Background: an optimization exercise with open tools, aiming at small area, a short achievable clock period and few clock cycles per item. Do not read the settings as production practice.
At most, simulation tests tie the RTL to the original design; equivalence was not proved.

==> module div_unit, before the edit <==
module div_unit
(
    input  logic        clk,
    input  logic        rst,
    input  logic        issue,           
    input  logic [2:0]  funct3,          
    input  logic [6:0]  opcode,
    input  logic [4:0]  rd,
    input  logic [5:0]  pd,
    input  logic [2:0]  rob_idx,
    input  logic [31:0] pc,
    input  logic [31:0] ps1_value,
    input  logic [31:0] ps2_value,
    output logic        ready,           
    input  logic        cdb_dequeue,     
    output logic        res_valid,
    output logic [4:0]  res_rd,
    output logic [5:0]  res_pd,
    output logic [2:0]  res_rob_idx,
    output logic [31:0] res_value,
    output logic [31:0] res_rs1_value,
    output logic [31:0] res_rs2_value,
    output logic [31:0] res_pc,
    output logic [31:0] res_pc_next,
    output logic [6:0]  res_opcode
);
function automatic logic [5:0] bitlen(input logic [31:0] x);
    bitlen = 6'd0;
    for (int i = 0; i < 32; i++)
        if (x[i]) bitlen = i + 1;
endfunction
function automatic logic [31:0] or_down(input logic [31:0] x);
    or_down = x;
    or_down = or_down | (or_down >> 1);
    or_down = or_down | (or_down >> 2);
    or_down = or_down | (or_down >> 4);
    or_down = or_down | (or_down >> 8);
    or_down = or_down | (or_down >> 16);
endfunction
function automatic logic [31:0] or_up(input logic [31:0] x);
    or_up = x << 1;
    or_up = or_up | (or_up << 1);
    or_up = or_up | (or_up << 2);
    or_up = or_up | (or_up << 4);
    or_up = or_up | (or_up << 8);
    or_up = or_up | (or_up << 16);
endfunction
logic s_idle, s_setup, s_iter, s_done;
logic [31:0] a_r, b_r, pc_r;
logic [6:0]  opcode_r;
logic [4:0]  rd_r;
logic [5:0]  pd_r;
logic [2:0]  rob_r;
logic        rem_r;       
logic        sa_r, sb_r;  
logic        quick_r;     
logic        qneg_r;      
logic [5:0]  lb_r;        
logic [5:0]  n_r;         
logic [31:0] r_r;         
logic [31:0] q_r;         
logic        sgn_i, sa_i, sb_i, dbz_i, one_i, quick_i;
logic [31:0] ma_i, mb_i, pa_i;
assign sgn_i = ~funct3[0];
assign sa_i  = sgn_i & ps1_value[31];
assign sb_i  = sgn_i & ps2_value[31];
assign dbz_i = (ps2_value == 32'd0);
assign one_i = (ps2_value == 32'd1) | (sgn_i & (ps2_value == 32'hffffffff));
assign ma_i  = ps1_value ^ {32{sa_i}};
assign mb_i  = ps2_value ^ {32{sb_i}};
assign pa_i  = or_down(ma_i);
assign quick_i = dbz_i | one_i | (|(mb_i & ~(sa_i ? {pa_i[30:0], 1'b1} : pa_i)));
logic [31:0] fx_in, fx_out;
logic        fx_neg;
assign fx_in  = s_setup ? a_r : (rem_r ? r_r : q_r);
assign fx_neg = s_setup ? sa_r : (quick_r ? qneg_r : (rem_r ? sa_r : (sa_r ^ sb_r)));
assign fx_out = fx_in ^ ({32{fx_neg}} & or_up(fx_in));
logic [5:0]  n_diff, n_set;
assign n_diff = n_r - lb_r + 6'd1;
assign n_set  = n_diff[5] ? 6'd32 : {n_diff[5:1] + {4'd0, n_diff[0]}, 1'b0};
logic [31:0] rot1, rot2, rot3, rot, lowmask;
assign rot1    = n_set[1] ? {fx_out[1:0], fx_out[31:2]} : fx_out;
assign rot2    = n_set[2] ? {rot1[3:0],   rot1[31:4]}   : rot1;
assign rot3    = n_set[3] ? {rot2[7:0],   rot2[31:8]}   : rot2;
assign rot     = n_set[4] ? {rot3[15:0],  rot3[31:16]}  : rot3;
assign lowmask = 32'hffffffff >> n_set;
logic [35:0] r4, nb1, nb2, d1, d2, d3, cs_s, cs_c;
logic        c_b;
logic [1:0]  qdig;
logic [31:0] r_next;
assign c_b  = ~sb_r;
assign r4   = {2'b00, r_r, q_r[31:30]};
assign nb1  = {4'b1111, b_r ^ {32{c_b}}};
assign nb2  = {nb1[34:0], c_b};
assign d1   = r4 + nb1 + {35'd0, c_b};
assign d2   = r4 + nb2 + {35'd0, c_b};
assign cs_s = r4 ^ nb1 ^ nb2;
assign cs_c = {((r4[34:0] & nb1[34:0]) | (r4[34:0] & nb2[34:0]) | (nb1[34:0] & nb2[34:0])), c_b};
assign d3   = cs_s + cs_c + {35'd0, c_b};
always_comb begin
    if (!d3[35])      begin qdig = 2'd3; r_next = d3[31:0]; end
    else if (!d2[35]) begin qdig = 2'd2; r_next = d2[31:0]; end
    else if (!d1[35]) begin qdig = 2'd1; r_next = d1[31:0]; end
    else              begin qdig = 2'd0; r_next = r4[31:0]; end
end
assign ready     = s_idle | (s_done & cdb_dequeue);
assign res_valid = s_done;
always_ff @(posedge clk) begin
    if (rst) begin
        s_idle  <= 1'b1;
        s_setup <= 1'b0;
        s_iter  <= 1'b0;
        s_done  <= 1'b0;
    end else begin
        s_setup <= issue & ~quick_i;
        s_iter  <= s_setup | (s_iter & (n_r != 6'd2));
        s_done  <= (issue & quick_i) | (s_iter & (n_r == 6'd2)) | (s_done & ~cdb_dequeue);
        s_idle  <= (s_idle & ~issue) | (s_done & cdb_dequeue & ~issue);
    end
end
always_ff @(posedge clk) begin
    if (issue) begin
        a_r      <= ps1_value;
        b_r      <= ps2_value;
        pc_r     <= pc;
        opcode_r <= opcode;
        rd_r     <= rd;
        pd_r     <= pd;
        rob_r    <= rob_idx;
        rem_r    <= funct3[1];
        sa_r     <= sa_i;
        sb_r     <= sb_i;
        quick_r  <= quick_i;
        qneg_r   <= one_i & sb_i;
        lb_r     <= bitlen(mb_i);
        n_r      <= bitlen(ma_i) + {5'd0, sa_i};
    end else if (s_setup) begin
        n_r      <= n_set;
    end else if (s_iter) begin
        n_r      <= n_r - 6'd2;
    end
end
always_ff @(posedge clk) begin
    if (issue) begin
        r_r <= one_i ? 32'd0 : ps1_value;
        q_r <= one_i ? ps1_value : {32{dbz_i}};
    end else if (s_setup) begin
        r_r <= rot & lowmask;
        q_r <= rot & ~lowmask;
    end else if (s_iter) begin
        r_r <= r_next;
        q_r <= {q_r[29:0], qdig};
    end
end
logic [31:0] pc_carry;
assign pc_carry = {~or_up(~{pc_r[31:2], 2'b11})};
assign res_rd        = rd_r;
assign res_pd        = pd_r;
assign res_rob_idx   = rob_r;
assign res_value     = fx_out;
assign res_rs1_value = a_r;
assign res_rs2_value = b_r;
assign res_pc        = pc_r;
assign res_pc_next   = {pc_r[31:2] ^ pc_carry[31:2], pc_r[1:0]};
assign res_opcode    = opcode_r;
endmodule
clock: 5.5 ns
lec_check: 0
abc_area: 1
cap_margin: 20
core_margin: 2
core_utilization: 50
place_density: 0.65
setup_slack_margin: 1.0
slew_margin: 20
standard.sh (not shown) runs the stock make flow with config.mk's settings and CLKGATE_MAP_FILE= SYNTH_SCRIPT=/design/flow/synth_recipe.tcl, a recipe that flattens the netlist after the stock synthesis.
==> flow/flow/run.sh <==
#!/bin/bash
export BUFFER_PORTS_ARGS="-buffer_cell sky130_fd_sc_hd__buf_1"
bash standard.sh > standard.log 2>&1
The baseline produced a clean layout.
Next try:
--- a/flow/design.v
+++ b/flow/design.v
@@ -380,8 +380,7 @@
 logic [2:0]  rob_r;
 logic        rem_r;       
 logic        sa_r, sb_r;  
-logic        quick_r;     
-logic        qneg_r;      
+logic        sel_a, sel_r, sel_q, neg_r;  
 logic [5:0]  lb_r;        
 logic [5:0]  n_r;         
 logic [31:0] r_r;         
@@ -397,11 +396,12 @@
 assign mb_i  = ps2_value ^ {32{sb_i}};
 assign pa_i  = or_down(ma_i);
 assign quick_i = dbz_i | one_i | (|(mb_i & ~(sa_i ? {pa_i[30:0], 1'b1} : pa_i)));
-logic [31:0] fx_in, fx_out;
-logic        fx_neg;
-assign fx_in  = s_setup ? a_r : (rem_r ? r_r : q_r);
-assign fx_neg = s_setup ? sa_r : (quick_r ? qneg_r : (rem_r ? sa_r : (sa_r ^ sb_r)));
-assign fx_out = fx_in ^ ({32{fx_neg}} & or_up(fx_in));
+logic [31:0] fx_out;
+div_signfix fix (
+    .a(a_r), .r(r_r), .q(q_r),
+    .sel_a(sel_a), .sel_r(sel_r), .sel_q(sel_q), .neg(neg_r),
+    .y(fx_out)
+);
 logic [5:0]  n_diff, n_set;
 assign n_diff = n_r - lb_r + 6'd1;
 assign n_set  = n_diff[5] ? 6'd32 : {n_diff[5:1] + {4'd0, n_diff[0]}, 1'b0};
@@ -457,20 +457,25 @@
         rem_r    <= funct3[1];
         sa_r     <= sa_i;
         sb_r     <= sb_i;
-        quick_r  <= quick_i;
-        qneg_r   <= one_i & sb_i;
+        sel_a    <= ~quick_i | (funct3[1] ^ one_i);
+        sel_r    <= 1'b0;
+        sel_q    <= quick_i & ~funct3[1] & ~one_i;
+        neg_r    <= ~quick_i ? sa_i : (one_i & ~funct3[1] & sb_i);
         lb_r     <= bitlen(mb_i);
         n_r      <= bitlen(ma_i) + {5'd0, sa_i};
     end else if (s_setup) begin
         n_r      <= n_set;
+        sel_a    <= 1'b0;
+        sel_r    <= rem_r;
+        sel_q    <= ~rem_r;
+        neg_r    <= rem_r ? sa_r : (sa_r ^ sb_r);
     end else if (s_iter) begin
         n_r      <= n_r - 6'd2;
     end
 end
 always_ff @(posedge clk) begin
     if (issue) begin
-        r_r <= one_i ? 32'd0 : ps1_value;
-        q_r <= one_i ? ps1_value : {32{dbz_i}};
+        q_r <= {32{dbz_i}};
     end else if (s_setup) begin
         r_r <= rot & lowmask;
         q_r <= rot & ~lowmask;
@@ -491,3 +496,26 @@
 assign res_pc_next   = {pc_r[31:2] ^ pc_carry[31:2], pc_r[1:0]};
 assign res_opcode    = opcode_r;
 endmodule
+module div_signfix
+(
+    input  logic [31:0] a,
+    input  logic [31:0] r,
+    input  logic [31:0] q,
+    input  logic        sel_a,
+    input  logic        sel_r,
+    input  logic        sel_q,
+    input  logic        neg,
+    output logic [31:0] y
+);
+logic [31:0] x, lo;
+assign x = ({32{sel_a}} & a) | ({32{sel_r}} & r) | ({32{sel_q}} & q);
+always_comb begin
+    lo = x << 1;
+    lo = lo | (lo << 1);
+    lo = lo | (lo << 2);
+    lo = lo | (lo << 4);
+    lo = lo | (lo << 8);
+    lo = lo | (lo << 16);
+end
+assign y = x ^ ({32{neg}} & lo);
+endmodule
After rerunning: First-iteration DRC count went down by 1.7%. Global-route usage went up by 0.26 points. Register-to-register slack gains 0.03 ns. Routed wire length went down by 4.9%. Hold slack loses 0.011 ns.
Testbench counts after the change, summed over its fixed seeds: cycles 16,505, ops 3,200.
No functional check of the RTL was part of the first run of this note.

## port drivers added, routing unchanged
How much do the figures lean on ideal ports? The routed layouts below were timed once more, with nothing changed but the port constraints. Step 1 (the two cells are an assumption about what drives the block):
set clk [get_ports {clk}]
set_driving_cell -lib_cell sky130_fd_sc_hd__clkbuf_16 $clk
set_driving_cell -lib_cell sky130_fd_sc_hd__buf_2 [delete_from_list [all_inputs] $clk]
Step 2, shift: input delay + t, output delay - t, t = (earliest + latest rising clock arrival at the registers) / 2. This alone moves slack from input paths to output paths. Slacks: ideal ports / drivers / drivers and shift; pairs: ideal ports / drivers.
| run | t, ns | slack for setup (ns) | worst setup path after step 2 | pins driven straight from the clock port |
|---|---|---|---|---|
| the first run | 0.607 | 1.101 / 1.044 / 0.979 | input to register | 1 |
| the second run | 0.605 | 1.155 / 1.102 / 0.835 | input to register | 1 |
After both steps every run listed still meets setup and hold. For the second run, which loses most, drivers alone change the setup slack by -0.053 ns; drivers and shift together by -0.320 ns.
